What follows belongs to an exercise in optimizing a design on an open flow for small area and a short achievable clock period; a production flow would make more cautious choices. At most, simulation tests tie the RTL to the original design; equivalence was not proved. The RTL of runs 3 and 4 was laid out without a check of its function. No activity file was given, so power comes from the tool's default toggle rates.

## flow/design.v (module list and top-level ports; edited modules follow where they fit)
// module add4rpl: 23 lines
// module addsub8: 34 lines
// module alu_log: 23 lines
// module bcd_adj: 52 lines
// module m6502alu: 81 lines
// module rg8l: 19 lines
// module rg8l2: 28 lines
// module s_reg: 41 lines
// module prog_cnt: 71 lines
// module mx81_8: 64 lines
// module adl_mux: 28 lines
// module adh_mux: 25 lines
// module op_dcd: 1148 lines
// module m6502_org: 233 lines
module m6502_org (clk, addr, dataenb, datai, datao, irq_n, nmi_n, sob_n, res_n,
   rdy, vpa, sync, we_n);
  // ...
==> flow/run.sh <==
#!/bin/bash
# synth_recipe.tcl (not shown) runs the flow's synth.tcl, then flattens the netlist and writes it again
# the make line also repeats each setting of config.mk as NAME=value (left out here)
make -C /OpenROAD-flow-scripts/flow DESIGN_CONFIG=/design/flow/config.mk WORK_HOME=/design/flow/orfs CLKGATE_MAP_FILE= SYNTH_SCRIPT=/design/flow/synth_recipe.tcl finish
==> flow/config.mk <==
export PLATFORM = sky130hd
export DESIGN_NAME = m6502_org
export DESIGN_NICKNAME = m6502_org
export VERILOG_FILES = /design/flow/design.v
export SDC_FILE = /design/flow/constraint.sdc
export NUM_CORES = 4
export LEC_CHECK = 0
export ABC_AREA = 1
export CAP_MARGIN = 60
export CORE_MARGIN = 2
export CORE_UTILIZATION = 40
export SLEW_MARGIN = 60
==> flow/constraint.sdc <==
create_clock -name core_clock -period 14.0 [get_ports {clk}]
set_input_delay 2.8000 -clock core_clock [delete_from_list [all_inputs] [get_ports {clk}]]
set_output_delay 2.8000 -clock core_clock [all_outputs]
set_load 0.01 [all_outputs]
==> key figures, run 1 <==
GRT
  – Vias in the first global route: 13750
  – First-pass GRT wire length: 86750 um
  – GRT Util Overall: 32.76%
  – Grt met1 use: 42.74%
  – Met2 Use GR: 53.02%

STA
  – Worst Clk Skew: 0.01412 ns
  – Hold Fails Final Rpt: 0
  – Peak Freq: 154.9 MHz
  – Tcrit/Tclk final: 46.13%
  – Tmin final: 6.458 ns

CTS
  – CTS buffer count: 17
  – Cts hold-fix bufs: 0
  – H-tree Lvls: 4

Finish
  – Fillers: 3505
  – Non-clock inverters: 315
  – Core Util, Final: 45.77%
  – Sequential portion of the cell area: 29.82%
  – Multi-input gate share of the layout cell area: 50.79%
  – Non-clk buf share: 3.810%
  – Top cell category: multi-input combinational cells
  – Register Area: 0.004554 mm2

Die
  – Total die area: 0.03515 mm2
  – Num rows: 67
  – Tap cell count: 448

Synth
  – Register bit count reported by yosys: 168
  – Netlist cell types: 71
  – Net count after synthesis: 1986
  – Simple-gate share of the synthesized area: 27.06%

Worst setup path
  – Worst R2R Start: alu_ctl[0]
  – CP Capture Point: datao[3]
  – Critical path type: reg2out
  – Worst R2R End: syncl
  – Critical path depth: 13

Drt
  – Max Used Layer: met4

Run status
  – Outcome: complete, no violations

Power
  – Clk power: 0.514 mW
==> run 2, diff against run 1 <==
--- a/flow/config.mk
+++ b/flow/config.mk
@@ -6,7 +6,7 @@
 export NUM_CORES = 4
 export LEC_CHECK = 0
 export ABC_AREA = 1
-export CAP_MARGIN = 60
+export CAP_MARGIN = 20
 export CORE_MARGIN = 2
 export CORE_UTILIZATION = 40
-export SLEW_MARGIN = 60
+export SLEW_MARGIN = 20
==> key figures, run 2 <==
Worst setup path
  – Worst R2R Start: alu_ctl[0] (unchanged)
  – Critical Path End Type: output port (unchanged)
  – Setup crit start: alu_ctl[7] (unchanged)
  – WP data arrival: 3.65 ns (was 3.66 ns)
  – Crit path max fanout: 10 (unchanged)
  – Startpoint Class: register (unchanged)
  – Critical path type: reg2out (unchanged)
  – CP required: 11.20 ns (about the same)

STA
  – TNS Setup: 0 ns (unchanged)
  – Tcrit/Tclk final: 46.07% (was 46.13%)
  – RSZ-0062 raised after global routing: false (unchanged)
  – Tmin final: 6.449 ns (was 6.458 ns)
  – Relative slew slack: 21.05% (was 59.90%)
  – Setup violations, final: 0 (unchanged)
  – Final WS setup: 7.551 ns (was 7.542 ns)
  – Peak Freq: 155.1 MHz (was 154.9 MHz)
  – Worst Clk Skew: 0.01740 ns (was 0.01412 ns)
  – Worst hold slack: 0.3868 ns (was 0.3852 ns)
  – Hold Fails Final Rpt: 0 (unchanged)
  – Measured slew at the worst slew-check pin: 1.176 ns (was 0.5993 ns)
  – Slew Limit Fails: 0 (unchanged)

Synth
  – Post-synth top cells: nand2_1, inv_1, nor2_1 (unchanged)
  – Cell type with the highest aggregate area in the netlist: edfxtp_1 (unchanged)
  – Share of the synthesized area in the top cell type: 26.54% (unchanged)
  – Netlist cell types: 71 (unchanged)
  – Mapped Cells: 1941 (unchanged)
  – Net count after synthesis: 1986 (unchanged)
  – Dominant cells by area after synthesis: edfxtp_1, nand2_1, inv_1 (unchanged)
  – Mapped cell area: 0.01347 mm2 (unchanged)
  – Avg Cell Area, Syn: 6.938 um2 (unchanged)
  – Register bit count reported by yosys: 168 (unchanged)
  – Top_reg_cell synth: edfxtp_1 (unchanged)
  – Ys async rst share: 0% (unchanged)
  – Post-synthesis sequential area ratio: 33.82% (unchanged)
  – Synthesis warning total: 3 (unchanged)
  – Most common cell in the netlist: nand2_1 (unchanged)
  – Post-synth EDFFs: 119 (unchanged)

Finish
  – Finished Layout Cells: 2426 (was 2437)
  – Design Area, Final: 0.01490 mm2 (was 0.01527 mm2)
  – Final Net Count: 2010 (was 2021)
  – Largest Register: pc (unchanged)
  – Area growth syn-to-layout: 10.64% (was 13.41%)
  – Top flop regs: pc (16), alu_ctl (12) (unchanged)
  – Max reg flops: 16 (unchanged)
  – Most frequent cells in the layout: nand2_1, inv_1, nor2_1, o21ai_0, edfxtp_1 (unchanged)
  – Layout cell share with drive strength beyond 1: 5.662% (was 7.893%)
  – Antenna Diode Count: 0 (unchanged)
  – Commonest non-fill, non-tap cell in the layout: nand2_1 (unchanged)

CTS
  – CTS tree: yes (unchanged)
  – Clock transition at the registers of the reported paths: 0.08 ns (was 0.07 ns)
  – Post_cts resized: 0 (unchanged)
  – H-tree Lvls: 4 (unchanged)
  – # clock sinks: 168 (unchanged)
  – CTS buffer count: 17 (unchanged)
  – Setup repair bufs after CTS: 0 (unchanged)
  – Root buf cell: clkbuf_16 (unchanged)
  – Cts hold-fix bufs: 0 (unchanged)
  – Worst-Skew Late Latency: 0.45 ns (about the same)
  – Clk buf depth: 2 (unchanged)

Die
  – Total die area: 0.03515 mm2 (unchanged)
  – Die W: 187.5 um (unchanged)
  – Num rows: 67 (unchanged)
  – Core Footprint: 0.03336 mm2 (unchanged)
  – IO Pins: 42 (unchanged)
  – Starting density of the core: 40.36% (unchanged)
  – Die Y: 187.5 um (unchanged)

Min path
  – Hold Startpoint: nmi1 (unchanged)
  – Worst hold-check path type: reg2reg (unchanged)

Power
  – Peak supply drop: 0.00009605 V (was 0.00009667 V)
  – Pwr/cell area: 150.7 mW/mm2 (was 150.9 mW/mm2)
  – LEAKAGE: 6.332 nW (was 6.467 nW)

Drt
  – Avg Vias per Cell: 5.908 (was 5.957)
  – Total wire length: 57600 um (was 58090 um)
  – Drt drc: 0 (unchanged)
  – Initial DRC Count: 1649 (was 1982)
  – Drt pass-1 iters: 5 (was 9)
  – WL/cell: 23.74 um (was 23.84 um)
  – Routed Antenna Nets: 0 (unchanged)
  – Vias: 14330 (was 14520)

Place
  – Detailed placement HPWL: 45040 um (was 45650 um)
  – Placed Cells: 2394 (was 2403)
  – Pre-CTS setup slack: 7.535 ns (was 7.553 ns)
  – Area post-placement: 0.01430 mm2 (was 0.01455 mm2)
  – GPL Wtd Cong: 1.036 (unchanged)
  – Buffers added on ports: 41 (unchanged)

GRT
  – Vias in the first global route: 13760 (was 13750)
  – Largest net degree at the start of global routing: 55 (unchanged)
  – GRT Util Overall: 32.67% (was 32.76%)
  – Total gr overflow: 0 (unchanged)
  – First-pass GRT wire length: 86260 um (was 86750 um)
  – Antenna violations before repair: 0 (unchanged)

Run status
  – Outcome: complete, no violations (unchanged)

Flow run
  – MaxCap Viol Count: 0 (unchanged)
run 2: metrics by stage:
step	power, mW	utilization, %
floorplan	1.378	-
global placement	1.740	42.85
detailed placement	1.746	42.85
CTS	2.228	44.66
global route	2.383	44.66
finish	2.246	44.66
run 2: report_power, final:
group | total, mW | internal [mW] | switching, mW | leakage [nW]
registers | 0.748 | 0.660 | 0.0880 | 1.62
clock network | 0.483 | 0.241 | 0.242 | 0.284
logic | 1.01 | 0.324 | 0.691 | 4.43
total | 2.25 | 1.23 | 1.02 | 6.33
run 2: final timing paths:
kind,end,slack (ns),cells after the start
hold reg to reg,nmi2,0.39,0
setup reg to reg,pc[15],8.79,28
hold / removal,nmi2,0.39,0
setup / recovery,datao[3],7.55,13
run 2: critical path, stage by stage, from the launching register on:
cell and delay, ns:
edfxtp_1 0.57, inv_4 0.12, nand2_1 0.11, or2_1 0.27, o21ai_0 0.25, xor2_1 0.27
ha_1 0.28, nand2_1 0.06, o21ai_0 0.07, o31ai_1 0.46, nand2_1 0.10, o211ai_1 0.10
nand2_1 0.07, clkdlybuf4s50_1 0.48
run 2: layer usage:
layer	up-vias	global-route usage, %	wire (um)
li1	6701	-	-
met1	6777	42.60	24080
met2	715	53.50	26390
met3	141	5.291	4489
met4	0	14.45	2638
met5	-	0	0
run 2: kinds of logic (layout without fill, tap and decap cells):
kind of cell | after synthesis | after routing | share of synthesized area, %
simple gates | 845 | 845 | 27.06
compound gates | 488 | 488 | 22.48
buf+inv | 362 | 399 | 10.53
flops | 168 | 168 | 33.82
xor+xnor | 47 | 47 | 3.168
fa+ha+maj | 31 | 31 | 2.936
run 2: final cells by class:
type | instances | area (um2)
clock inverter | 15 | 177.7
timing repair buffer | 52 | 488.0
fill | 3582 | 18470
clock buffer | 17 | 425.4
multi-input combinational | 1411 | 7506
inverter | 315 | 1187
sequential | 168 | 4554
tap | 448 | 560.5
==> module m6502_org, before the edit <==
module m6502_org (clk, addr, dataenb, datai, datao, irq_n, nmi_n, sob_n, res_n,
   rdy, vpa, sync, we_n);
input   clk;
output  [15:0] addr;
output  dataenb;
input   [7:0] datai;
output  [7:0] datao;
input   irq_n;
input   nmi_n;
input   sob_n;
input   res_n;
input   rdy;
output  vpa;
output  sync;
output  we_n;
reg  [7:0] opcode;
reg  [8:1] state;
reg  [7:0] psrl;
reg  [11:0] alu_ctl;
reg  wel_n, z_flag_f, branch_carry_f, sob_n_f;
reg  type1_calc, type2_calc, type2_write, type2_done, type3_calc;
reg  resetl, reset_proc, nmi_proc, irq_proc, irq, nmi_pend, nmi1, nmi2;
reg  [7:0] areg, xreg, yreg, sreg, dreg, jreg, kreg, lreg, hreg;
reg  [15:0] pc;
reg  syncl, vpa_r;
reg  [2:0] domux_sel;
reg  [1:0] adl_sel;
reg  [3:0] adh_sel;
reg  [7:0] alu_adr;        
wire we_d_n, sreg_up, sreg_cen, opcode_ld, irq_pend;
wire type1_read, type2_read, type3_read;
wire [11:0] alu_ctl_d;
wire [2:0] alu_ld;
wire [6:0] prog_ctl;
wire [6:0] rg_load;
wire [7:0] psr_d, opcode_in;
wire [8:1] state_in;
wire [5:0] alu2op;
wire [7:0] alu_out;
wire [7:0] log_out;
reg  [7:0] alu_r;          
op_dcd sm (.opcode(opcode), .state(state), .psrl(psrl),
   .type1_calc(type1_calc), .type2_calc(type2_calc), .type2_write(type2_write),
   .type2_done(type2_done), .type3_calc(type3_calc),
   .z_flag_f(z_flag_f), .branch_carry_f(branch_carry_f),
   .reset_proc(reset_proc), .nmi_proc(nmi_proc), .irq_proc(irq_proc),
   .nmi_pend(nmi_pend), .irq(irq), .resetl(resetl), .rdy(rdy),
   .alu2op(alu2op), .datai(datai), .sob_n(sob_n), .sob_n_f(sob_n_f),
   .syncl(syncl),
   .sync_dcd(), .vpa(), .we_d_n(we_d_n), .alu_ctl_d(alu_ctl_d),
   .alu_ld(alu_ld), .sreg_up(sreg_up), .sreg_cen(sreg_cen),
   .prog_ctl(prog_ctl), .rg_load(rg_load), .adl_sel(),
   .adh_sel(), .domux_sel(), .psr_d(),
   .type1_read(type1_read), .type2_read(type2_read), .type3_read(type3_read),
   .opcode_ld(opcode_ld), .opcode_in(opcode_in), .state_in(state_in),
   .irq_pend(irq_pend), .adh_alu());
wire [7:0] psr_d1;
op_dcd sm1 (.opcode(opcode), .state(state), .psrl(psrl),
   .type1_calc(type1_calc), .type2_calc(type2_calc), .type2_write(type2_write),
   .type2_done(type2_done), .type3_calc(type3_calc),
   .z_flag_f(z_flag_f), .branch_carry_f(branch_carry_f),
   .reset_proc(reset_proc), .nmi_proc(nmi_proc), .irq_proc(irq_proc),
   .nmi_pend(nmi_pend), .irq(irq), .resetl(resetl), .rdy(1'b1),
   .alu2op(alu2op), .datai(datai), .sob_n(sob_n), .sob_n_f(sob_n_f),
   .syncl(syncl),
   .sync_dcd(), .vpa(), .we_d_n(), .alu_ctl_d(),
   .alu_ld(), .sreg_up(), .sreg_cen(),
   .prog_ctl(), .rg_load(), .adl_sel(),
   .adh_sel(), .domux_sel(), .psr_d(psr_d1),
   .type1_read(), .type2_read(), .type3_read(),
   .opcode_ld(), .opcode_in(), .state_in(),
   .irq_pend(), .adh_alu());
wire sob_fall = ~sob_n & sob_n_f;
wire [7:0] psr_d0 = resetl ? 8'b0000_0100 : {psrl[7], psrl[6] | sob_fall, psrl[5:0]};
assign psr_d = rdy ? psr_d1 : psr_d0;
m6502alu alu (.jreg(jreg), .kreg(kreg), .alu_ctl(alu_ctl), .alu2op(alu2op),
   .alu_out(alu_out), .log_out(log_out));
reg [7:0] dataor;
always @* begin
   case (domux_sel)
   3'b000: dataor = 8'h00;
   3'b001: dataor = areg;
   3'b010: dataor = psrl;
   3'b011: dataor = sreg;
   3'b100: dataor = xreg;
   3'b101: dataor = yreg;
   3'b110: dataor = pc[15:8];
   default: dataor = pc[7:0];
   endcase
end
wire dsel_alu = domux_sel == 3'b000;
wire [7:0] dataol = dsel_alu ? alu_out : dataor;
wire reset_proc_n = resetl ? 1'b1 : state[6] ? 1'b0 : reset_proc;
wire irq_proc_n = (irq_pend & syncl & rdy) ? 1'b1 : (state[6] | resetl) ? 1'b0 : irq_proc;
wire nmi_proc_n = (nmi_pend & syncl & rdy) ? 1'b1 : (state[6] | resetl) ? 1'b0 : nmi_proc;
wire nmi_pend_n = (~nmi2 & nmi1) ? 1'b1 : (nmi_proc | resetl) ? 1'b0 : nmi_pend;
wire [11:0] alu_ctl_n = rdy ? alu_ctl_d : alu_ctl;
wire wel_n_n = rdy ? we_d_n : wel_n;
wire z_flag_f_n = rdy ? alu2op[1] : z_flag_f;
wire branch_carry_f_n = rdy ? alu2op[2] : branch_carry_f;
wire type1_calc_n = rdy ? type1_read : type1_calc;
wire type2_done_n = rdy ? type2_write : type2_done;
wire type2_write_n = rdy ? type2_calc : type2_write;
wire type2_calc_n = rdy ? type2_read : type2_calc;
wire type3_calc_n = rdy ? type3_read : type3_calc;
wire sob_n_f_n = rdy ? sob_n : sob_n_f;
wire [8:1] state_n = rdy ? state_in : state;
wire [7:0] opcode_n = opcode_ld ? opcode_in : opcode;
wire [7:0] areg_n = rg_load[0] ? dataol : areg;
wire [7:0] dreg_n = rg_load[1] ? datai : rg_load[2] ? dataol : dreg;
wire [7:0] xreg_n = rg_load[4] ? dataol : xreg;
wire [7:0] yreg_n = rg_load[5] ? dataol : yreg;
wire [7:0] lreg_n = rg_load[6] ? alu_out : lreg;
wire [7:0] jreg_n = alu_ld[0] ? datai : alu_ld[1] ? dataol : jreg;
wire [7:0] kreg_n = alu_ld[2] ? datai : kreg;
wire [7:0] sreg_n = resetl ? 8'h00 : rg_load[3] ? dataol :
                    sreg_cen ? (sreg_up ? sreg + 8'd1 : sreg - 8'd1) : sreg;
wire [7:0] cntil = prog_ctl[6:5] == 2'b10 ? 8'hFC :
                   prog_ctl[6:5] == 2'b01 ? 8'hFA :
                   prog_ctl[6:5] == 2'b11 ? 8'hFE :
                   prog_ctl[4] ? alu_out : hreg;
wire [7:0] cntih = prog_ctl[6:5] != 2'b00 ? 8'hFF :
                   prog_ctl[3] ? datai : dataol;
wire [15:0] pc_n = resetl ? 16'hFFFC :
                   (prog_ctl[2] | prog_ctl[4]) ? {cntih, cntil} :
                   prog_ctl[0] ? pc + 16'd1 : pc;
wire [7:0] hreg_n = resetl ? 8'hFC : prog_ctl[1] ? (prog_ctl[3] ? datai : alu_out) : hreg;
wire ld1 = syncl | resetl;
wire [7:0] opcode_n1 = ld1 ? opcode_in : opcode;
wire [8:1] state_n1 = ld1 ? 8'b0000_0001 : {state[7:1], 1'b0};
wire sync_n1, vpa_n1, adh_alu_n1;
wire [1:0] adl_sel_n1;
wire [3:0] adh_sel_n1;
wire [2:0] domux_sel_n1;
op_dcd nx (.opcode(opcode_n1), .state(state_n1), .psrl(psr_d1),
   .type1_calc(type1_read), .type2_calc(type2_read), .type2_write(type2_calc),
   .type2_done(type2_write), .type3_calc(type3_read),
   .z_flag_f(alu2op[1]), .branch_carry_f(alu2op[2]),
   .reset_proc(1'b0), .nmi_proc(1'b0), .irq_proc(1'b0),
   .nmi_pend(1'b0), .irq(1'b0), .resetl(1'b0), .rdy(1'b0),
   .alu2op(6'b0), .datai(8'h00), .sob_n(1'b1), .sob_n_f(1'b1),
   .syncl(1'b0),
   .sync_dcd(sync_n1), .vpa(vpa_n1), .we_d_n(), .alu_ctl_d(),
   .alu_ld(), .sreg_up(), .sreg_cen(),
   .prog_ctl(), .rg_load(), .adl_sel(adl_sel_n1),
   .adh_sel(adh_sel_n1), .domux_sel(domux_sel_n1), .psr_d(),
   .type1_read(), .type2_read(), .type3_read(),
   .opcode_ld(), .opcode_in(), .state_in(),
   .irq_pend(), .adh_alu(adh_alu_n1));
wire sync_b, vpa_b;
wire [1:0] adl_sel_b;
wire [3:0] adh_sel_b;
wire [2:0] domux_sel_b;
op_dcd brk (.opcode(8'h00), .state(state), .psrl(psrl),
   .type1_calc(type1_calc), .type2_calc(type2_calc), .type2_write(type2_write),
   .type2_done(type2_done), .type3_calc(type3_calc),
   .z_flag_f(z_flag_f), .branch_carry_f(branch_carry_f),
   .reset_proc(1'b0), .nmi_proc(1'b0), .irq_proc(1'b0),
   .nmi_pend(1'b0), .irq(1'b0), .resetl(1'b0), .rdy(1'b0),
   .alu2op(6'b0), .datai(8'h00), .sob_n(1'b1), .sob_n_f(1'b1),
   .syncl(1'b0),
   .sync_dcd(sync_b), .vpa(vpa_b), .we_d_n(), .alu_ctl_d(),
   .alu_ld(), .sreg_up(), .sreg_cen(),
   .prog_ctl(), .rg_load(), .adl_sel(adl_sel_b),
   .adh_sel(adh_sel_b), .domux_sel(domux_sel_b), .psr_d(),
   .type1_read(), .type2_read(), .type3_read(),
   .opcode_ld(), .opcode_in(), .state_in(),
   .irq_pend(), .adh_alu());
wire bv2 = state[2] & opcode[7:6] == 2'b01 & opcode[4:0] == 5'b10000;
wire sync_n0 = bv2 ? psr_d0[6] ^ opcode[5] : syncl;
wire [7:0] alu_adr_n = rdy ? datai + {7'b0, alu2op[3]} : alu_adr;
wire [7:0] alu_wr = alu_ctl[5] ? 8'h00 : alu_ctl[2] ? log_out : alu_r;
wire [7:0] addrl = adl_sel == 2'b00 ? pc[7:0] :
                   adl_sel == 2'b01 ? dreg :
                   adl_sel == 2'b10 ? sreg : lreg;
wire [7:0] pre_y;
assign pre_y[0] = (alu_adr[0] & adh_sel[3] | dreg[0] & adh_sel[2] | adh_sel[0]) & ~adh_sel[1];
assign pre_y[7:1] = (alu_adr[7:1] & {7{adh_sel[3]}} | dreg[7:1] & {7{adh_sel[2]}}) & ~{7{adh_sel[1] | adh_sel[0]}};
wire [7:0] addrh = adh_sel == 4'b0000 ? pc[15:8] : pre_y;
assign addr = {addrh, addrl};
assign datao = dsel_alu ? alu_wr : dataor;
assign we_n = wel_n;
assign dataenb = ~wel_n;
assign sync = syncl;
assign vpa = vpa_r;
always @(posedge clk) begin
   psrl <= psr_d;
   reset_proc <= reset_proc_n;
   irq_proc <= irq_proc_n;
   nmi_proc <= nmi_proc_n;
   resetl <= ~res_n;
   irq <= ~irq_n;
   nmi_pend <= nmi_pend_n;
   nmi2 <= nmi1;
   nmi1 <= ~nmi_n;
   alu_ctl <= alu_ctl_n;
   wel_n <= wel_n_n;
   z_flag_f <= z_flag_f_n;
   branch_carry_f <= branch_carry_f_n;
   type1_calc <= type1_calc_n;
   type2_done <= type2_done_n;
   type2_write <= type2_write_n;
   type2_calc <= type2_calc_n;
   type3_calc <= type3_calc_n;
   sob_n_f <= sob_n_f_n;
   state <= state_n;
   opcode <= opcode_n;
   areg <= areg_n;
   dreg <= dreg_n;
   xreg <= xreg_n;
   yreg <= yreg_n;
   lreg <= lreg_n;
   jreg <= jreg_n;
   kreg <= kreg_n;
   sreg <= sreg_n;
   pc <= pc_n;
   hreg <= hreg_n;
   syncl <= rdy ? sync_n1 : resetl ? sync_b : sync_n0;
   if (rdy) begin
      vpa_r <= vpa_n1;
      domux_sel <= domux_sel_n1;
      adl_sel <= adl_sel_n1;
      adh_sel <= adh_sel_n1;
   end else if (resetl) begin
      vpa_r <= vpa_b;
      domux_sel <= domux_sel_b;
      adl_sel <= adl_sel_b;
      adh_sel <= adh_sel_b;
   end
   alu_adr <= alu_adr_n;
   alu_r <= alu_out;
end
endmodule
==> run 3, diff against run 2 <==
--- a/flow/design.v
+++ b/flow/design.v
@@ -1777,13 +1777,11 @@
                    prog_ctl[0] ? pc + 16'd1 : pc;
 wire [7:0] hreg_n = resetl ? 8'hFC : prog_ctl[1] ? (prog_ctl[3] ? datai : alu_out) : hreg;
 wire ld1 = syncl | resetl;
-wire [7:0] opcode_n1 = ld1 ? opcode_in : opcode;
-wire [8:1] state_n1 = ld1 ? 8'b0000_0001 : {state[7:1], 1'b0};
-wire sync_n1, vpa_n1, adh_alu_n1;
-wire [1:0] adl_sel_n1;
-wire [3:0] adh_sel_n1;
-wire [2:0] domux_sel_n1;
-op_dcd nx (.opcode(opcode_n1), .state(state_n1), .psrl(psr_d1),
+wire sync_a, vpa_a, sync_f, vpa_f;
+wire [1:0] adl_sel_a, adl_sel_f;
+wire [3:0] adh_sel_a, adh_sel_f;
+wire [2:0] domux_sel_a, domux_sel_f;
+op_dcd nxa (.opcode(opcode), .state({state[7:1], 1'b0}), .psrl(psr_d1),
    .type1_calc(type1_read), .type2_calc(type2_read), .type2_write(type2_calc),
    .type2_done(type2_write), .type3_calc(type3_read),
    .z_flag_f(alu2op[1]), .branch_carry_f(alu2op[2]),
@@ -1791,13 +1789,33 @@
    .nmi_pend(1'b0), .irq(1'b0), .resetl(1'b0), .rdy(1'b0),
    .alu2op(6'b0), .datai(8'h00), .sob_n(1'b1), .sob_n_f(1'b1),
    .syncl(1'b0),
-   .sync_dcd(sync_n1), .vpa(vpa_n1), .we_d_n(), .alu_ctl_d(),
+   .sync_dcd(sync_a), .vpa(vpa_a), .we_d_n(), .alu_ctl_d(),
    .alu_ld(), .sreg_up(), .sreg_cen(),
-   .prog_ctl(), .rg_load(), .adl_sel(adl_sel_n1),
-   .adh_sel(adh_sel_n1), .domux_sel(domux_sel_n1), .psr_d(),
+   .prog_ctl(), .rg_load(), .adl_sel(adl_sel_a),
+   .adh_sel(adh_sel_a), .domux_sel(domux_sel_a), .psr_d(),
    .type1_read(), .type2_read(), .type3_read(),
    .opcode_ld(), .opcode_in(), .state_in(),
-   .irq_pend(), .adh_alu(adh_alu_n1));
+   .irq_pend(), .adh_alu());
+op_dcd nxf (.opcode(opcode_in), .state(8'b0000_0001), .psrl(psr_d1),
+   .type1_calc(type1_read), .type2_calc(type2_read), .type2_write(type2_calc),
+   .type2_done(type2_write), .type3_calc(type3_read),
+   .z_flag_f(alu2op[1]), .branch_carry_f(alu2op[2]),
+   .reset_proc(1'b0), .nmi_proc(1'b0), .irq_proc(1'b0),
+   .nmi_pend(1'b0), .irq(1'b0), .resetl(1'b0), .rdy(1'b0),
+   .alu2op(6'b0), .datai(8'h00), .sob_n(1'b1), .sob_n_f(1'b1),
+   .syncl(1'b0),
+   .sync_dcd(sync_f), .vpa(vpa_f), .we_d_n(), .alu_ctl_d(),
+   .alu_ld(), .sreg_up(), .sreg_cen(),
+   .prog_ctl(), .rg_load(), .adl_sel(adl_sel_f),
+   .adh_sel(adh_sel_f), .domux_sel(domux_sel_f), .psr_d(),
+   .type1_read(), .type2_read(), .type3_read(),
+   .opcode_ld(), .opcode_in(), .state_in(),
+   .irq_pend(), .adh_alu());
+wire sync_n1 = ld1 ? sync_f : sync_a;
+wire vpa_n1 = ld1 ? vpa_f : vpa_a;
+wire [1:0] adl_sel_n1 = ld1 ? adl_sel_f : adl_sel_a;
+wire [3:0] adh_sel_n1 = ld1 ? adh_sel_f : adh_sel_a;
+wire [2:0] domux_sel_n1 = ld1 ? domux_sel_f : domux_sel_a;
 wire sync_b, vpa_b;
 wire [1:0] adl_sel_b;
 wire [3:0] adh_sel_b;
==> key figures, run 3 <==
STA
  – Tmin final: 6.402 ns (was 6.449 ns)
  – TNS Setup: 0 ns (unchanged)
  – Hold Fails Final Rpt: 0 (unchanged)
  – Measured slew at the worst slew-check pin: 1.048 ns (was 1.176 ns)
  – Final WS setup: 7.598 ns (was 7.551 ns)
  – Relative slew slack: 30.10% (was 21.05%)
  – Tcrit/Tclk final: 45.73% (was 46.07%)
  – Worst Clk Skew: 0.02101 ns (was 0.01740 ns)
  – Peak Freq: 156.2 MHz (was 155.1 MHz)
  – Setup violations, final: 0 (unchanged)
  – Slew Limit Fails: 0 (unchanged)
  – RSZ-0062 raised after global routing: false (unchanged)

Worst setup path
  – Critical Path End Type: output port (unchanged)
  – CP required: 11.20 ns (about the same)
  – Worst R2R Setup Slack: 8.62 ns (was 8.79 ns)
  – Crit path max fanout: 14 (was 10)
  – Critical path type: reg2out (unchanged)
  – WP data arrival: 3.60 ns (was 3.65 ns)
  – Startpoint Class: register (unchanged)

Drt
  – Total wire length: 56170 um (was 57600 um)
  – Drt drc: 0 (unchanged)
  – Drt pass-1 iters: 6 (was 5)
  – Vias: 14060 (was 14330)
  – Routed Antenna Nets: 0 (unchanged)
  – Avg Vias per Cell: 5.951 (was 5.908)
  – WL/cell: 23.78 um (was 23.74 um)
  – Initial DRC Count: 1947 (was 1649)

Synth
  – Most common cell in the netlist: nand2_1 (unchanged)
  – Post-synthesis sequential area ratio: 34.52% (was 33.82%)
  – Mapped cell area: 0.01319 mm2 (was 0.01347 mm2)
  – Post-synth EDFFs: 119 (unchanged)
  – Adder-cell share of the synthesized area: 2.997% (was 2.936%)
  – Largest family of logic cells by synthesized area: simple AND/OR/NAND/NOR gates (unchanged)
  – Netlist cell types: 71 (unchanged)
  – Register bit count reported by yosys: 168 (unchanged)
  – Net count after synthesis: 1921 (was 1986)
  – Dominant cells by area after synthesis: edfxtp_1, nand2_1, inv_1 (unchanged)
  – Avg Cell Area, Syn: 7.033 um2 (was 6.938 um2)
  – Post-Synth XOR/XNOR Area: 3.433% (was 3.168%)
  – Mux cell area share after synthesis: 0% (unchanged)
  – Mapped Cells: 1876 (was 1941)
  – Share of the synthesized area in the top cell type: 27.08% (was 26.54%)
  – Top_reg_cell synth: edfxtp_1 (unchanged)
  – Post-synth top cells: nand2_1, inv_1, nor2_1 (unchanged)
  – Synthesis warning total: 3 (unchanged)
  – Ys async rst share: 0% (unchanged)
  – Synth Area in Compound Gates: 20.67% (was 22.48%)
  – Simple-gate share of the synthesized area: 27.88% (was 27.06%)
  – Cell type with the highest aggregate area in the netlist: edfxtp_1 (unchanged)

CTS
  – Post_cts resized: 0 (unchanged)
  – Cts hold-fix bufs: 0 (unchanged)
  – CTS buffer count: 17 (unchanged)
  – Setup repair bufs after CTS: 0 (unchanged)
  – H-tree Lvls: 4 (unchanged)
  – Root buf cell: clkbuf_16 (unchanged)
  – Worst-Skew Late Latency: 0.44 ns (was 0.45 ns)
  – # clock sinks: 168 (unchanged)
  – Clk buf depth: 2 (unchanged)
  – CTS tree: yes (unchanged)
  – Clock transition at the registers of the reported paths: 0.08 ns (about the same)

Power
  – Clock network power share: 22.4% (was 21.5%)
  – Seq pwr share: 34.0% (was 33.3%)
  – LEAKAGE: 6.242 nW (was 6.332 nW)
  – Logic pwr share: 43.7% (was 45.2%)
  – Internal Power: 1.210 mW (was 1.225 mW)
  – Peak supply drop: 0.00009249 V (was 0.00009605 V)
  – Pwr/cell area: 147.5 mW/mm2 (was 150.7 mW/mm2)
  – Switching pwr: 0.9498 mW (was 1.020 mW)
  – Net Sw Frac: 43.98% (was 45.44%)

Place
  – Buffers added on ports: 41 (unchanged)
  – Detailed placement HPWL: 44300 um (was 45040 um)
  – Pre-CTS setup slack: 8.089 ns (was 7.535 ns)
  – GPL Wtd Cong: 1.033 (was 1.036)

Die
  – Total die area: 0.03445 mm2 (was 0.03515 mm2)
  – Core Footprint: 0.03254 mm2 (was 0.03336 mm2)
  – Starting density of the core: 40.55% (was 40.36%)
  – Num rows: 66 (was 67)
  – IO Pins: 42 (unchanged)
  – Die W: 185.6 um (was 187.5 um)
  – Die Y: 185.6 um (was 187.5 um)

Finish
  – Most frequent cells in the layout: nand2_1, inv_1, nor2_1, o21ai_0, edfxtp_1 (unchanged)
  – Top flop regs: pc (16), alu_ctl (12) (unchanged)
  – Antenna Diode Count: 0 (unchanged)
  – Layout cell share with drive strength beyond 1: 6.302% (was 5.662%)
  – Commonest non-fill, non-tap cell in the layout: nand2_1 (unchanged)
  – Fillers: 3416 (was 3582)
  – Area growth syn-to-layout: 11.02% (was 10.64%)
  – Largest Register: pc (unchanged)
  – Max reg flops: 16 (unchanged)
  – Final Net Count: 1952 (was 2010)

GRT
  – Antenna violations before repair: 1 (was 0)
  – GRT Util Overall: 32.85% (was 32.67%)
  – First-pass GRT wire length: 83230 um (was 86260 um)
  – Vias in the first global route: 13050 (was 13760)
  – Total gr overflow: 0 (unchanged)
  – Largest net degree at the start of global routing: 53 (was 55)

Run status
  – Outcome: complete, no violations (unchanged)

Min path
  – Worst hold-check path type: reg2reg (unchanged)

Flow run
  – MaxCap Viol Count: 0 (unchanged)
[run 3: critical path, stage by stage, from the launching register on]
cell	delay [ns]
edfxtp_1	0.71
inv_1	0.41
nand3_1	0.40
nand3_1	0.27
o31ai_1	0.38
nor2_1	0.08
o31ai_1	0.32
clkdlybuf4s50_1	0.61
[run 3: cells by family (layout without fill, tap and decap cells)]
| kind of cell | count (synthesis) | in the layout |
|---|---|---|
| AOI/OAI and AO/OA | 439 | 439 |
| xor gates and xnor gates | 50 | 50 |
| DFF | 168 | 168 |
| adders and majority gates | 31 | 31 |
| and+or+nand+nor | 836 | 836 |
| buffers and inverters | 352 | 396 |
[run 3: metrics by stage]
| step | hold WS (ns) | area (um2) | utilization [%] | total power, mW | instances |
|---|---|---|---|---|---|
| final | 0.3578 | 14650 | 45.02 | 2.160 | 2362 |
| after global routing | 0.3725 | 14650 | 45.02 | 2.280 | 2362 |
| after detailed placement | 0.3459 | 14050 | 43.19 | 1.662 | 2329 |
| after global placement | 0.3410 | 14040 | 43.17 | 1.654 | 2329 |
| after CTS | 0.3608 | 14640 | 45.00 | 2.141 | 2361 |
| after floorplan | 0.3308 | 13190 | - | 1.317 | 1876 |
[run 3: routing by layer]
layer | part of all wire (%) | GRT usage [%] | up-vias | routed length [um]
met2 | 44 | 51.61 | 799 | 24690
met3 | 8.7 | 5.576 | 213 | 4909
li1 | - | - | 6444 | -
met1 | 40 | 42.58 | 6599 | 22670
met5 | 0.028 | 0 | - | 16
met4 | 6.9 | 19.18 | 2 | 3888
[run 3: worst paths after layout]
path / depth (start not counted) / start / endpoint
hold reg to reg: 0 / nmi1 / nmi2
setup / recovery: 7 / alu_ctl[0] / datao[7]
hold / removal: 0 / nmi1 / nmi2
setup reg to reg: 27 / alu_ctl[0] / pc[14]
[run 3: cell type report]
| cell class | count | area (um2) | area share [%] |
|---|---|---|---|
| Multi-Input combinational cell | 1356 | 7262 | 49.58 |
| Sequential cell | 168 | 4554 | 31.09 |
| Inverter | 305 | 1150 | 7.850 |
| Tap cell | 442 | 553.0 | 3.776 |
| Timing Repair Buffer | 59 | 540.5 | 3.690 |
| Clock buffer | 19 | 464.2 | 3.169 |
| Clock inverter | 13 | 123.9 | 0.8456 |
[run 3: power by group through the flow]
| stage | Clock [mW] | Combinational [mW] | Sequential, mW |
|---|---|---|---|
| final | 0.483 | 0.943 | 0.734 |
| after global routing | 0.505 | 1.03 | 0.743 |
| after CTS | 0.484 | 0.926 | 0.731 |
| after detailed placement | 0 | 0.921 | 0.742 |
| after global placement | 0 | 0.912 | 0.742 |
| after floorplan | 0 | 0.620 | 0.697 |
==> run 4, diff against run 3 <==
--- a/flow/design.v
+++ b/flow/design.v
@@ -1688,8 +1688,7 @@
 wire [8:1] state_in;
 wire [5:0] alu2op;
 wire [7:0] alu_out;
-wire [7:0] log_out;
-reg  [7:0] alu_r;          
+reg  [7:0] alu_wr;         
 op_dcd sm (.opcode(opcode), .state(state), .psrl(psrl),
    .type1_calc(type1_calc), .type2_calc(type2_calc), .type2_write(type2_write),
    .type2_done(type2_done), .type3_calc(type3_calc),
@@ -1725,7 +1724,7 @@
 wire [7:0] psr_d0 = resetl ? 8'b0000_0100 : {psrl[7], psrl[6] | sob_fall, psrl[5:0]};
 assign psr_d = rdy ? psr_d1 : psr_d0;
 m6502alu alu (.jreg(jreg), .kreg(kreg), .alu_ctl(alu_ctl), .alu2op(alu2op),
-   .alu_out(alu_out), .log_out(log_out));
+   .alu_out(alu_out), .log_out());
 reg [7:0] dataor;
 always @* begin
    case (domux_sel)
@@ -1838,7 +1837,19 @@
 wire bv2 = state[2] & opcode[7:6] == 2'b01 & opcode[4:0] == 5'b10000;
 wire sync_n0 = bv2 ? psr_d0[6] ^ opcode[5] : syncl;
 wire [7:0] alu_adr_n = rdy ? datai + {7'b0, alu2op[3]} : alu_adr;
-wire [7:0] alu_wr = alu_ctl[5] ? 8'h00 : alu_ctl[2] ? log_out : alu_r;
+wire [7:0] wr_dcd = 8'b1 << alu_ctl_d[10:8];
+wire [7:0] wr_lbp = alu_ctl_d[7] ? kreg : alu_ctl_d[6] ? wr_dcd : 8'h00;
+wire [7:0] wr_lb = alu_ctl_d[11] ? ~wr_lbp : wr_lbp;
+reg  [7:0] wr_log;
+always @* begin
+   case (alu_ctl_d[1:0])
+   2'b00: wr_log = jreg & wr_lb;
+   2'b01: wr_log = jreg | wr_lb;
+   2'b10: wr_log = jreg ^ wr_lb;
+   default: wr_log = ~jreg & wr_lb;
+   endcase
+end
+wire [7:0] alu_wr_n = (rdy & alu_ctl_d[2]) ? (alu_ctl_d[5] ? 8'h00 : wr_log) : alu_out;
 wire [7:0] addrl = adl_sel == 2'b00 ? pc[7:0] :
                    adl_sel == 2'b01 ? dreg :
                    adl_sel == 2'b10 ? sreg : lreg;
@@ -1897,6 +1908,6 @@
       adh_sel <= adh_sel_b;
    end
    alu_adr <= alu_adr_n;
-   alu_r <= alu_out;
+   alu_wr <= alu_wr_n;
 end
 endmodule
==> key figures, run 4 <==
Die
  – Core Footprint: 0.03370 mm2 (was 0.03254 mm2)
  – Die Y: 189.3 um (was 185.6 um)
  – Starting density of the core: 40.77% (was 40.55%)
  – IO Pins: 42 (unchanged)
  – Total die area: 0.03585 mm2 (was 0.03445 mm2)
  – Die W: 189.3 um (was 185.6 um)
  – Num rows: 67 (was 66)

Synth
  – Top_reg_cell synth: edfxtp_1 (unchanged)
  – Post-synthesis sequential area ratio: 33.15% (was 34.52%)
  – Ys async rst share: 0% (unchanged)
  – Net count after synthesis: 2018 (was 1921)
  – Most common cell in the netlist: nand2_1 (unchanged)
  – Post-synth EDFFs: 119 (unchanged)
  – Mapped cell area: 0.01374 mm2 (was 0.01319 mm2)
  – Netlist cell types: 73 (was 71)
  – Avg Cell Area, Syn: 7.003 um2 (was 7.033 um2)
  – Synthesis warning total: 3 (unchanged)
  – Mapped Cells: 1962 (was 1876)
  – Dominant cells by area after synthesis: edfxtp_1, nand2_1, o21ai_0 (was edfxtp_1, nand2_1, inv_1)
  – Post-synth top cells: nand2_1, inv_1, nor2_1 (unchanged)
  – Cell type with the highest aggregate area in the netlist: edfxtp_1 (unchanged)
  – Register bit count reported by yosys: 168 (unchanged)
  – Share of the synthesized area in the top cell type: 26.01% (was 27.08%)

Drt
  – WL/cell: 24.18 um (was 23.78 um)
  – Total wire length: 59290 um (was 56170 um)
  – Avg Vias per Cell: 5.970 (was 5.951)
  – Drt pass-1 iters: 6 (unchanged)
  – Routed Antenna Nets: 0 (unchanged)
  – Drt drc: 0 (unchanged)
  – Vias: 14640 (was 14060)
  – Initial DRC Count: 1940 (was 1947)

Place
  – Pre-CTS setup slack: 8.193 ns (was 8.089 ns)
  – Buffers added on ports: 41 (unchanged)
  – Detailed placement HPWL: 46770 um (was 44300 um)
  – GPL Wtd Cong: 1.036 (was 1.033)

CTS
  – Root buf cell: clkbuf_16 (unchanged)
  – Clk buf depth: 2 (unchanged)
  – Setup repair bufs after CTS: 0 (unchanged)
  – CTS tree: yes (unchanged)
  – CTS buffer count: 17 (unchanged)
  – # clock sinks: 168 (unchanged)
  – Clock transition at the registers of the reported paths: 0.07 ns (was 0.08 ns)
  – Post_cts resized: 0 (unchanged)
  – H-tree Lvls: 4 (unchanged)
  – Cts hold-fix bufs: 0 (unchanged)
  – Worst-Skew Late Latency: 0.45 ns (was 0.44 ns)

STA
  – Hold Fails Final Rpt: 0 (unchanged)
  – Tmin final: 5.922 ns (was 6.402 ns)
  – Relative slew slack: 22.01% (was 30.10%)
  – TNS Setup: 0 ns (unchanged)
  – Worst Clk Skew: 0.01682 ns (was 0.02101 ns)
  – Worst hold slack: 0.3565 ns (was 0.3578 ns)
  – Measured slew at the worst slew-check pin: 1.162 ns (was 1.048 ns)
  – RSZ-0062 raised after global routing: false (unchanged)
  – Setup violations, final: 0 (unchanged)
  – Peak Freq: 168.9 MHz (was 156.2 MHz)
  – Final WS setup: 8.078 ns (was 7.598 ns)
  – Tcrit/Tclk final: 42.30% (was 45.73%)
  – Slew Limit Fails: 0 (unchanged)

Power
  – Seq pwr share: 33.3% (was 34.0%)
  – Net Sw Frac: 45.27% (was 43.98%)
  – Switching pwr: 1.007 mW (was 0.9498 mW)
  – Logic pwr share: 45.0% (was 43.7%)
  – LEAKAGE: 6.495 nW (was 6.242 nW)
  – Pwr/cell area: 146.2 mW/mm2 (was 147.5 mW/mm2)
  – Peak supply drop: 0.0001011 V (was 0.00009249 V)
  – Internal Power: 1.218 mW (was 1.210 mW)
  – Total power: 2.225 mW (was 2.160 mW)
  – Clock network power share: 21.7% (was 22.4%)

GRT
  – GRT Util Overall: 33.09% (was 32.85%)
  – Largest net degree at the start of global routing: 51 (was 53)
  – Vias in the first global route: 13960 (was 13050)
  – Total gr overflow: 0 (unchanged)
  – Antenna violations before repair: 3 (was 1)
  – First-pass GRT wire length: 88630 um (was 83230 um)

Worst setup path
  – Crit path max fanout: 9 (was 14)
  – Crit path cell chain: inv_1 > nor3_1 > a221oi_1 > o221ai_1 > o21ai_0 > nand2_1 > clkdlybuf4s50_1 (was inv_1 > nand3_1 > nand3_1 > o31ai_1 > nor2_1 > o31ai_1 > clkdlybuf4s50_1)
  – Max incr delay on CP: 0.68 ns (was 0.71 ns)
  – WP data arrival: 3.12 ns (was 3.60 ns)
  – CP required: 11.20 ns (about the same)
  – Max stage delay cell, worst path: nor3_1 (was edfxtp_1)
  – Critical Path End Type: output port (unchanged)
  – Startpoint Class: register (unchanged)
  – Critical path type: reg2out (unchanged)

Finish
  – Top flop regs: pc (16), alu_ctl (12) (unchanged)
  – Final Net Count: 2046 (was 1952)
  – Max reg flops: 16 (unchanged)
  – Largest Register: pc (unchanged)
  – Most frequent cells in the layout: nand2_1, inv_1, nor2_1, o21ai_0, edfxtp_1 (unchanged)
  – Fillers: 3550 (was 3416)
  – Register Area: 0.004554 mm2 (unchanged)
  – Commonest non-fill, non-tap cell in the layout: nand2_1 (unchanged)
  – Layout cell share with drive strength beyond 1: 7.339% (was 6.302%)
  – Area growth syn-to-layout: 10.81% (was 11.02%)
  – Area of the multi-input gates: 0.007850 mm2 (was 0.007262 mm2)

Run status
  – Outcome: complete, no violations (unchanged)

Min path
  – Worst hold-check path type: reg2reg (unchanged)

Flow run
  – MaxCap Viol Count: 0 (unchanged)
-- run 4: cell count changes after synthesis, sizes merged, moves of 6 or more --
cell | before | now
nand2 | 366 | 386
o31ai | 18 | 6
o221ai | 17 | 23
xor2 | 43 | 59
nor4 | 16 | 10
o22ai | 22 | 8
a21oi | 68 | 96
nand4 | 13 | 20
o21ai | 198 | 252
o2111ai | 14 | 5
nor2 | 283 | 262
ha | 30 | 41
clkbuf | 27 | 34
-- run 4: final timing paths --
check               startpoint        to  slack [ns]  depth (start not counted)
setup / recovery  domux_sel[2]  datao[5]        8.08                          7
hold reg to reg           nmi1      nmi2        0.36                          0
hold / removal            nmi1      nmi2        0.36                          0
setup reg to reg    alu_ctl[0]   jreg[5]        8.64                         23
-- run 4: logic make-up after synthesis --
logic type	Yosys count	synth area share (%)
compound gates	502	21.91
xor+xnor	65	4.198
fa+ha+maj	42	3.879
buf+inv	347	9.853
flops	168	33.15
simple gates	838	27.01
-- run 4: critical path: cells and delay by family, from the launching register on --
| kind | cells | cell delay, ns |
|---|---|---|
| AOI/OAI and AO/OA | 3 | 0.52 |
| and+or+nand+nor | 2 | 0.80 |
| buffers and inverters | 2 | 0.76 |
| DFF | 1 | 0.61 |
-- run 4: layout make-up --
cell class	instances	share of cell area, %
clock buffer	18	2.885
clock inverter	14	0.9944
timing repair buffer	60	3.600
tap	448	3.682
antenna	1	0.01644
inverter	296	7.347
sequential	168	29.91
multi-input combinational	1447	51.56
-- run 4: stage by stage --
step / std cells / util (%) / cell area, um2
after floorplan: 1962 / - / 13740
after global placement: 2418 / 43.35 / 14610
after detailed placement: 2419 / 43.40 / 14630
after CTS: 2451 / 45.15 / 15220
after global routing: 2451 / 45.17 / 15220
final: 2452 / 45.18 / 15220
-- run 4: power by group through the flow --
stage / clock (mW) / combinational (mW) / sequential [mW]
global placement: 0 / 0.966 / 0.747
floorplan: 0 / 0.663 / 0.700
finish: 0.482 / 1.00 / 0.742
CTS: 0.484 / 0.985 / 0.737
detailed placement: 0 / 0.980 / 0.747
global route: 0.505 / 1.10 / 0.748
-- run 4: metal layers --
metal  GRT usage (%)  share of wire (%)
met3           5.690                9.0
met1           45.44                 42
met2           51.10                 44
met4           14.55                4.6
met5               0              0.084
==> run 5, diff against run 4 <==
--- a/flow/design.v
+++ b/flow/design.v
@@ -1674,10 +1674,9 @@
 reg  [7:0] areg, xreg, yreg, sreg, dreg, jreg, kreg, lreg, hreg;
 reg  [15:0] pc;
 reg  syncl, vpa_r;
-reg  [2:0] domux_sel;
-reg  [1:0] adl_sel;
-reg  [3:0] adh_sel;
-reg  [7:0] alu_adr;        
+reg  [7:0] dsel;           
+reg  [3:0] asel;           
+reg  h_pc, h_alu, h_alu0, h_dreg, h_dreg0, h_one;    
 wire we_d_n, sreg_up, sreg_cen, opcode_ld, irq_pend;
 wire type1_read, type2_read, type3_read;
 wire [11:0] alu_ctl_d;
@@ -1725,20 +1724,10 @@
 assign psr_d = rdy ? psr_d1 : psr_d0;
 m6502alu alu (.jreg(jreg), .kreg(kreg), .alu_ctl(alu_ctl), .alu2op(alu2op),
    .alu_out(alu_out), .log_out());
-reg [7:0] dataor;
-always @* begin
-   case (domux_sel)
-   3'b000: dataor = 8'h00;
-   3'b001: dataor = areg;
-   3'b010: dataor = psrl;
-   3'b011: dataor = sreg;
-   3'b100: dataor = xreg;
-   3'b101: dataor = yreg;
-   3'b110: dataor = pc[15:8];
-   default: dataor = pc[7:0];
-   endcase
-end
-wire dsel_alu = domux_sel == 3'b000;
+wire [7:0] dataor = {8{dsel[1]}} & areg | {8{dsel[2]}} & psrl | {8{dsel[3]}} & sreg |
+                    {8{dsel[4]}} & xreg | {8{dsel[5]}} & yreg | {8{dsel[6]}} & pc[15:8] |
+                    {8{dsel[7]}} & pc[7:0];
+wire dsel_alu = dsel[0];
 wire [7:0] dataol = dsel_alu ? alu_out : dataor;
 wire reset_proc_n = resetl ? 1'b1 : state[6] ? 1'b0 : reset_proc;
 wire irq_proc_n = (irq_pend & syncl & rdy) ? 1'b1 : (state[6] | resetl) ? 1'b0 : irq_proc;
@@ -1834,9 +1823,12 @@
    .type1_read(), .type2_read(), .type3_read(),
    .opcode_ld(), .opcode_in(), .state_in(),
    .irq_pend(), .adh_alu());
+wire vpa_nx = rdy ? vpa_n1 : vpa_b;
+wire [2:0] domux_sel_nx = rdy ? domux_sel_n1 : domux_sel_b;
+wire [1:0] adl_sel_nx = rdy ? adl_sel_n1 : adl_sel_b;
+wire [3:0] adh_sel_nx = rdy ? adh_sel_n1 : adh_sel_b;
 wire bv2 = state[2] & opcode[7:6] == 2'b01 & opcode[4:0] == 5'b10000;
 wire sync_n0 = bv2 ? psr_d0[6] ^ opcode[5] : syncl;
-wire [7:0] alu_adr_n = rdy ? datai + {7'b0, alu2op[3]} : alu_adr;
 wire [7:0] wr_dcd = 8'b1 << alu_ctl_d[10:8];
 wire [7:0] wr_lbp = alu_ctl_d[7] ? kreg : alu_ctl_d[6] ? wr_dcd : 8'h00;
 wire [7:0] wr_lb = alu_ctl_d[11] ? ~wr_lbp : wr_lbp;
@@ -1850,13 +1842,12 @@
    endcase
 end
 wire [7:0] alu_wr_n = (rdy & alu_ctl_d[2]) ? (alu_ctl_d[5] ? 8'h00 : wr_log) : alu_out;
-wire [7:0] addrl = adl_sel == 2'b00 ? pc[7:0] :
-                   adl_sel == 2'b01 ? dreg :
-                   adl_sel == 2'b10 ? sreg : lreg;
-wire [7:0] pre_y;
-assign pre_y[0] = (alu_adr[0] & adh_sel[3] | dreg[0] & adh_sel[2] | adh_sel[0]) & ~adh_sel[1];
-assign pre_y[7:1] = (alu_adr[7:1] & {7{adh_sel[3]}} | dreg[7:1] & {7{adh_sel[2]}}) & ~{7{adh_sel[1] | adh_sel[0]}};
-wire [7:0] addrh = adh_sel == 4'b0000 ? pc[15:8] : pre_y;
+wire [7:0] alu_adr = jreg + {7'b0, alu_ctl[4]};
+wire [7:0] addrl = {8{asel[0]}} & pc[7:0] | {8{asel[1]}} & dreg | {8{asel[2]}} & sreg |
+                   {8{asel[3]}} & lreg;
+wire [7:0] addrh;
+assign addrh[0] = h_pc & pc[8] | h_alu0 & alu_adr[0] | h_dreg0 & dreg[0] | h_one;
+assign addrh[7:1] = {7{h_pc}} & pc[15:9] | {7{h_alu}} & alu_adr[7:1] | {7{h_dreg}} & dreg[7:1];
 assign addr = {addrh, addrl};
 assign datao = dsel_alu ? alu_wr : dataor;
 assign we_n = wel_n;
@@ -1896,18 +1887,17 @@
    pc <= pc_n;
    hreg <= hreg_n;
    syncl <= rdy ? sync_n1 : resetl ? sync_b : sync_n0;
-   if (rdy) begin
-      vpa_r <= vpa_n1;
-      domux_sel <= domux_sel_n1;
-      adl_sel <= adl_sel_n1;
-      adh_sel <= adh_sel_n1;
-   end else if (resetl) begin
-      vpa_r <= vpa_b;
-      domux_sel <= domux_sel_b;
-      adl_sel <= adl_sel_b;
-      adh_sel <= adh_sel_b;
+   if (rdy | resetl) begin
+      vpa_r <= vpa_nx;
+      dsel <= 8'b1 << domux_sel_nx;
+      asel <= 4'b1 << adl_sel_nx;
+      h_pc <= adh_sel_nx == 4'b0000;
+      h_alu <= adh_sel_nx[3] & ~adh_sel_nx[1] & ~adh_sel_nx[0];
+      h_alu0 <= adh_sel_nx[3] & ~adh_sel_nx[1];
+      h_dreg <= adh_sel_nx[2] & ~adh_sel_nx[1] & ~adh_sel_nx[0];
+      h_dreg0 <= adh_sel_nx[2] & ~adh_sel_nx[1];
+      h_one <= adh_sel_nx[0] & ~adh_sel_nx[1];
    end
-   alu_adr <= alu_adr_n;
    alu_wr <= alu_wr_n;
 end
 endmodule
--- a/flow/config.mk
+++ b/flow/config.mk
@@ -6,7 +6,7 @@
 export NUM_CORES = 4
 export LEC_CHECK = 0
 export ABC_AREA = 1
-export CAP_MARGIN = 20
+export CAP_MARGIN = 60
 export CORE_MARGIN = 2
 export CORE_UTILIZATION = 40
-export SLEW_MARGIN = 20
+export SLEW_MARGIN = 60
==> key figures, run 5 <==
Place
  – Buffers added on ports: 41 (unchanged)
  – Area post-placement: 0.01484 mm2 (was 0.01463 mm2)
  – GPL Wtd Cong: 1.035 (was 1.036)
  – Detailed placement HPWL: 47940 um (was 46770 um)
  – Placed Cells: 2440 (was 2419)

Finish
  – Core Util, Final: 45.06% (was 45.18%)
  – Max reg flops: 16 (unchanged)
  – Register Area: 0.004584 mm2 (was 0.004554 mm2)
  – Area growth syn-to-layout: 11.76% (was 10.81%)
  – Area of the multi-input gates: 0.008011 mm2 (was 0.007850 mm2)
  – Final Net Count: 2063 (was 2046)
  – Layout cell share with drive strength beyond 1: 9.505% (was 7.339%)
  – Fillers: 3671 (was 3550)
  – Top flop regs: pc (16), alu_ctl (12) (unchanged)
  – Antenna Diode Count: 0 (was 1)
  – Finished Layout Cells: 2475 (was 2452)
  – Most frequent cells in the layout: nand2_1, inv_1, nor2_1, o21ai_0, edfxtp_1 (unchanged)
  – Commonest non-fill, non-tap cell in the layout: nand2_1 (unchanged)
  – Design Area, Final: 0.01549 mm2 (was 0.01522 mm2)
  – Largest Register: pc (unchanged)

STA
  – Tcrit/Tclk final: 39.96% (was 42.30%)
  – Measured slew at the worst slew-check pin: 0.6250 ns (was 1.162 ns)
  – Slew Limit Fails: 0 (unchanged)
  – Hold Fails Final Rpt: 0 (unchanged)
  – Relative slew slack: 58.05% (was 22.01%)
  – RSZ-0062 raised after global routing: false (unchanged)
  – Setup violations, final: 0 (unchanged)
  – TNS Setup: 0 ns (unchanged)
  – Tmin final: 5.595 ns (was 5.922 ns)
  – Worst hold slack: 0.3513 ns (was 0.3565 ns)
  – Worst Clk Skew: 0.02047 ns (was 0.01682 ns)
  – Peak Freq: 178.7 MHz (was 168.9 MHz)

CTS
  – Clock transition at the registers of the reported paths: 0.07 ns (about the same)
  – Root buf cell: clkbuf_16 (unchanged)
  – H-tree Lvls: 4 (unchanged)
  – Cts hold-fix bufs: 0 (unchanged)
  – Setup repair bufs after CTS: 0 (unchanged)
  – Clk buf depth: 2 (unchanged)
  – Worst-Skew Late Latency: 0.46 ns (was 0.45 ns)
  – Post_cts resized: 0 (unchanged)
  – CTS tree: yes (unchanged)
  – # clock sinks: 169 (was 168)
  – CTS buffer count: 17 (unchanged)

Synth
  – Post-synth top cells: nand2_1, inv_1, nor2_1 (unchanged)
  – Mapped Cells: 1982 (was 1962)
  – Dominant cells by area after synthesis: edfxtp_1, nand2_1, inv_1 (was edfxtp_1, nand2_1, o21ai_0)
  – Cell type with the highest aggregate area in the netlist: edfxtp_1 (unchanged)
  – Post-synthesis sequential area ratio: 33.08% (was 33.15%)
  – Net count after synthesis: 2038 (was 2018)
  – Top_reg_cell synth: edfxtp_1 (unchanged)
  – Share of the synthesized area in the top cell type: 26.00% (was 26.01%)
  – Ys async rst share: 0% (unchanged)
  – Most common cell in the netlist: nand2_1 (unchanged)
  – Post-synth EDFFs: 120 (was 119)
  – Netlist cell types: 74 (was 73)
  – Register bit count reported by yosys: 169 (was 168)
  – Avg Cell Area, Syn: 6.993 um2 (was 7.003 um2)
  – Mapped cell area: 0.01386 mm2 (was 0.01374 mm2)
  – Synthesis warning total: 3 (unchanged)

Worst setup path
  – WP data arrival: 2.79 ns (was 3.12 ns)
  – Worst R2R Start: opcode[7] (was alu_ctl[0])
  – Worst path buffer plus inverter count: 4 (was 2)
  – R2R depth: 23 (unchanged)
  – CP dominant cell by count: inv_1
  – Max stage delay cell, worst path: clkdlybuf4s50_1 (was nor3_1)
  – Max incr delay on CP: 0.62 ns (was 0.68 ns)
  – Worst R2R Setup Slack: 8.58 ns (was 8.64 ns)
  – Worst R2R End: alu_wr[7] (was jreg[5])
  – Critical Path End Type: output port (unchanged)
  – CP required: 11.20 ns (about the same)
  – Startpoint Class: register (unchanged)
  – Crit path max-delay family: buffers and inverters (was simple AND/OR/NAND/NOR gates)
  – Critical path type: reg2out (unchanged)
  – Crit path cell chain: inv_1 > nor2_1 > inv_1 > nor2_1 > inv_1 > o21ai_0 > o211ai_1 > o221ai_1 > clkdlybuf4s50_1 (was inv_1 > nor3_1 > a221oi_1 > o221ai_1 > o21ai_0 > nand2_1 > clkdlybuf4s50_1)
  – Crit path max fanout: 7 (was 9)

GRT
  – Antenna violations before repair: 1 (was 3)
  – Total gr overflow: 0 (unchanged)
  – Largest net degree at the start of global routing: 44 (was 51)
  – GRT Util Overall: 33.59% (was 33.09%)
  – First-pass GRT wire length: 89710 um (was 88630 um)
  – Vias in the first global route: 13960 (about the same)

Min path
  – Hold Startpoint: nmi1 (unchanged)
  – WHS Path Cells: 0 (unchanged)
  – Hold EP: nmi2 (unchanged)
  – Worst hold-check path type: reg2reg (unchanged)

Drt
  – Total wire length: 60550 um (was 59290 um)
  – Drt drc: 0 (unchanged)
  – Vias: 14940 (was 14640)
  – Initial DRC Count: 1986 (was 1940)
  – Routed Antenna Nets: 0 (unchanged)
  – Avg Vias per Cell: 6.036 (was 5.970)
  – Drt pass-1 iters: 12 (was 6)
  – WL/cell: 24.47 um (was 24.18 um)

Power
  – Pwr/cell area: 148.1 mW/mm2 (was 146.2 mW/mm2)
  – Peak supply drop: 0.00008578 V (was 0.0001011 V)
  – LEAKAGE: 6.642 nW (was 6.495 nW)

Die
  – IO Pins: 42 (unchanged)
  – Num rows: 68 (was 67)
  – Die Y: 190.1 um (was 189.3 um)
  – Die W: 190.1 um (was 189.3 um)
  – Core Footprint: 0.03437 mm2 (was 0.03370 mm2)
  – Total die area: 0.03615 mm2 (was 0.03585 mm2)
  – Starting density of the core: 40.32% (was 40.77%)

Run status
  – Outcome: complete, no violations (unchanged)

Flow run
  – MaxCap Viol Count: 0 (unchanged)
## run 5: cell types whose count changed in the layout (fill, tap and decap cells not counted), sizes merged, moves of 10 or more
cell,before,now
o22ai,8,21
o21ai,252,186
nor3,44,33
a21oi,96,70
o221ai,23,13
nand2,386,446
o2111ai,5,17
nand3,101,116
## run 5: kinds of logic (layout without fill, tap and decap cells)
family,count (synthesis),in the layout,share of synthesized area [%]
XOR/XNOR,59,59,3.837
adder cells (fa/ha/maj),42,42,3.846
AO/OA/AOI/OAI,437,437,19.89
AND/OR/NAND/NOR,912,912,29.02
buffers and inverters,363,401,10.33
flip-flops,169,169,33.08
## run 5: worst max path at each step
stage / start / to / cells past startpoint
6_report: jreg[3] / addr[15] / 9
5_1_grt: datai[4] / dsel[6] / 14
4_1_cts: datai[4] / dsel[6] / 14
3_5_place_dp: datai[4] / dsel[6] / 14
3_3_place_gp: datai[4] / dsel[2] / 14
2_1_floorplan: datai[4] / dsel[4] / 11
## run 5: metrics by stage
stage               power [mW]  setup slack (ns)
floorplan                1.399             9.294
global placement         1.749             8.049
detailed placement       1.773             7.971
CTS                      2.266             8.437
global route             2.423             8.071
finish                   2.294             8.405
## run 5: layout make-up
class | count | share of cell area (%)
Timing Repair Buffer | 64 | 3.788
Clock buffer | 17 | 2.746
Sequential cell | 169 | 29.60
Inverter | 305 | 7.407
Tap cell | 455 | 3.675
Clock inverter | 15 | 1.066
Multi-Input combinational cell | 1450 | 51.72
## run 5: where the power goes
group          internal, mW  switching, mW
registers             0.651         0.0913
logic                 0.350          0.705
clock network         0.267          0.229
total                  1.27           1.03
## run 5: routing by layer
| metal | track usage [%] | wire, um |
|---|---|---|
| met1 | 44.70 | 25110 |
| met5 | 0 | 11 |
| met4 | 16.99 | 3426 |
| met3 | 5.663 | 5442 |
| met2 | 52.60 | 26560 |
==> run 6, diff against run 5 <==
--- a/flow/config.mk
+++ b/flow/config.mk
@@ -6,7 +6,7 @@
 export NUM_CORES = 4
 export LEC_CHECK = 0
 export ABC_AREA = 1
-export CAP_MARGIN = 60
+export CAP_MARGIN = 20
 export CORE_MARGIN = 2
 export CORE_UTILIZATION = 40
-export SLEW_MARGIN = 60
+export SLEW_MARGIN = 20
==> key figures, run 6 <==
Place
  – Buffers added on ports: 41 (unchanged)
  – Detailed placement HPWL: 47690 um (was 47940 um)

STA
  – Measured slew at the worst slew-check pin: 1.144 ns (was 0.6250 ns)
  – Hold Fails Final Rpt: 0 (unchanged)
  – Tcrit/Tclk final: 40.10% (was 39.96%)
  – Tmin final: 5.613 ns (was 5.595 ns)
  – Worst Clk Skew: 0.01202 ns (was 0.02047 ns)
  – TNS Setup: 0 ns (unchanged)

CTS
  – Root buf cell: clkbuf_16 (unchanged)
  – Clk buf depth: 2 (unchanged)
  – CTS tree: yes (unchanged)
  – # clock sinks: 169 (unchanged)
  – Cts hold-fix bufs: 0 (unchanged)
  – Clock transition at the registers of the reported paths: 0.07 ns (about the same)
  – Post_cts resized: 0 (unchanged)
  – Setup repair bufs after CTS: 0 (unchanged)

GRT
  – Grt met1 use: 45.00% (was 44.70%)
  – Largest net degree at the start of global routing: 44 (unchanged)
  – First-pass GRT wire length: 90090 um (was 89710 um)
  – Antenna violations before repair: 1 (unchanged)
  – GRT busiest layer: met2 (unchanged)
  – Total gr overflow: 0 (unchanged)
  – GRT Util Overall: 33.69% (was 33.59%)
  – Met2 Use GR: 52.70% (was 52.60%)

Worst setup path
  – Critical Path End Type: register (was output port)
  – Crit path cell chain: clkdlybuf4s50_1 > clkinv_1 > nor2_2 > nor2_1 > inv_1 > nor2_1 > o21ai_0 > o311ai_1 > a2111oi_1 > nand3_1 > o311ai_1 > o21ai_1 > or2_1 > nor2_1 (was inv_1 > nor2_1 > inv_1 > nor2_1 > inv_1 > o21ai_0 > o211ai_1 > o221ai_1 > clkdlybuf4s50_1)
  – Critical path type: in2reg (was reg2out)
  – Worst path buffer plus inverter count: 3 (was 4)
  – Crit path max fanout: 9 (was 7)
  – Max stage delay cell, worst path: clkdlybuf4s50_1 (unchanged)
  – Max incr delay on CP: 0.60 ns (was 0.62 ns)
  – Worst R2R Start: opcode[4] (was opcode[7])
  – Startpoint Class: input pin (was register)
  – CP dominant cell by count: nor2_1 (was inv_1)
  – Setup crit start: datai[4] (was jreg[3])

Finish
  – Most frequent cells in the layout: nand2_1, inv_1, nor2_1, o21ai_0, edfxtp_1 (unchanged)
  – Top flop regs: pc (16), alu_ctl (12) (unchanged)
  – Layout cell share with drive strength beyond 1: 7.505% (was 9.505%)
  – Finished Layout Cells: 2467 (was 2475)
  – Commonest non-fill, non-tap cell in the layout: nand2_1 (unchanged)
  – Area growth syn-to-layout: 10.24% (was 11.76%)
  – Fillers: 3651 (was 3671)
  – Final Net Count: 2055 (was 2063)

Synth
  – Synthesis warning total: 3 (unchanged)
  – Mapped cell area: 0.01386 mm2 (unchanged)
  – Post-synth top cells: nand2_1, inv_1, nor2_1 (unchanged)
  – Post-synthesis sequential area ratio: 33.08% (unchanged)
  – Netlist cell types: 74 (unchanged)
  – Net count after synthesis: 2038 (unchanged)
  – Post-synth EDFFs: 120 (unchanged)
  – Share of the synthesized area in the top cell type: 26.00% (unchanged)
  – Ys async rst share: 0% (unchanged)
  – Top_reg_cell synth: edfxtp_1 (unchanged)

Power
  – LEAKAGE: 6.580 nW (was 6.642 nW)
  – Total power: 2.295 mW (was 2.294 mW)
  – Seq pwr share: 32.6% (was 32.4%)
  – Clock network power share: 22.5% (was 21.6%)
  – Internal Power: 1.279 mW (was 1.269 mW)
  – Pwr/cell area: 150.2 mW/mm2 (was 148.1 mW/mm2)
  – Logic pwr share: 45.0% (was 46.0%)
  – Switching pwr: 1.016 mW (was 1.025 mW)

Drt
  – Vias: 14810 (was 14940)
  – Avg Vias per Cell: 6.004 (was 6.036)
  – WL/cell: 24.46 um (was 24.47 um)
  – Initial DRC Count: 2012 (was 1986)

Min path
  – Worst hold-check path type: reg2reg (unchanged)
  – Hold Startpoint: nmi1 (unchanged)

Run status
  – Outcome: complete, no violations (unchanged)

Die
  – Die W: 190.1 um (unchanged)
  – Core Footprint: 0.03437 mm2 (unchanged)

Flow run
  – MaxCap Viol Count: 0 (unchanged)
-- run 6: changes by cell type in the layout (fill, tap and decap cells not counted), moves of 3 or more --
cell / previous run / this run
buf_4: 21 / 15
nor2_2: 21 / 12
nand2_1: 414 / 418
o21ai_0: 151 / 154
o21ai_1: 27 / 31
nor2_1: 242 / 251
o21ai_2: 7 / 1
nand2_2: 25 / 22
-- run 6: kinds of logic after synthesis --
group / Yosys count / synth area share [%]
compound gates: 437 / 19.89
xor+xnor: 59 / 3.837
fa+ha+maj: 42 / 3.846
buf+inv: 363 / 10.33
flops: 169 / 33.08
simple gates: 912 / 29.02
-- run 6: power by group through the flow --
| stage | Clock (mW) | Combinational, mW | Sequential, mW |
|---|---|---|---|
| floorplan | 0 | 0.701 | 0.698 |
| detailed placement | 0 | 1.01 | 0.754 |
| CTS | 0.515 | 1.01 | 0.744 |
| global route | 0.538 | 1.13 | 0.756 |
| global placement | 0 | 0.995 | 0.754 |
| finish | 0.515 | 1.03 | 0.748 |
-- run 6: final cells by class --
type	count	area (um2)	share of cell area, %
clock buffers	17	425.4	2.784
clock inverters	15	186.4	1.220
inverters	305	1147	7.510
multi-input cells	1450	7848	51.36
flip-flops and latches	169	4584	30.01
well taps	455	569.3	3.726
repair buffers	56	518.0	3.390
-- run 6: path summary, 6_finish.rpt --
path                   to  slack [ns]  cells past startpoint
setup / recovery  dsel[0]        8.39                     14
hold / removal       nmi2        0.35                      0
setup reg to reg  jreg[5]        8.59                     15
hold reg to reg      nmi2        0.35                      0
-- run 6: per-layer routing --
metal	up-vias	routed length, um
met3	172	5337
met2	872	26620
li1	6767	-
met4	2	3354
met5	-	12
met1	7000	25030
-- run 6: through the flow --
step	setup WS (ns)	utilization [%]	hold slack [ns]	instance area, um2
after detailed placement	7.946	42.67	0.3421	14670
final	8.387	44.45	0.3522	15280
after CTS	8.417	44.45	0.3553	15280
after global routing	8.073	44.45	0.3732	15280
after floorplan	9.294	-	0.3308	13860
after global placement	8.049	42.66	0.3361	14660

separate check: timing with driven ports:
How much do the figures lean on ideal ports? The routed layouts below were timed once more, with nothing changed but the port constraints. Step 1 sets driving cells, clkbuf_16 on the clock port and buf_2 on the other inputs (assumed; they add their load-dependent delay and slew). Step 2 times the ports against the registers' clock, not the clock port: input delays grow and output delays shrink by t, the midpoint of the rising clock arrivals with the driver on. a / b / c = no drivers / after step 1 / after step 2; a / b = the first two.
| run | shift t [ns] | setup slack, ns |
|---|---|---|
| run 1 | 0.497 | 7.542 / 7.489 / 7.512 |
| run 2 | 0.500 | 7.551 / 7.495 / 7.407 |
| run 3 | 0.485 | 7.598 / 7.545 / 8.011 |
| run 4 | 0.489 | 8.078 / 8.026 / 8.066 |
| run 5 | 0.500 | 8.405 / 8.351 / 7.963 |
| run 6 | 0.509 | 8.387 / 8.410 / 7.912 |
After both steps every run listed still meets setup and hold.
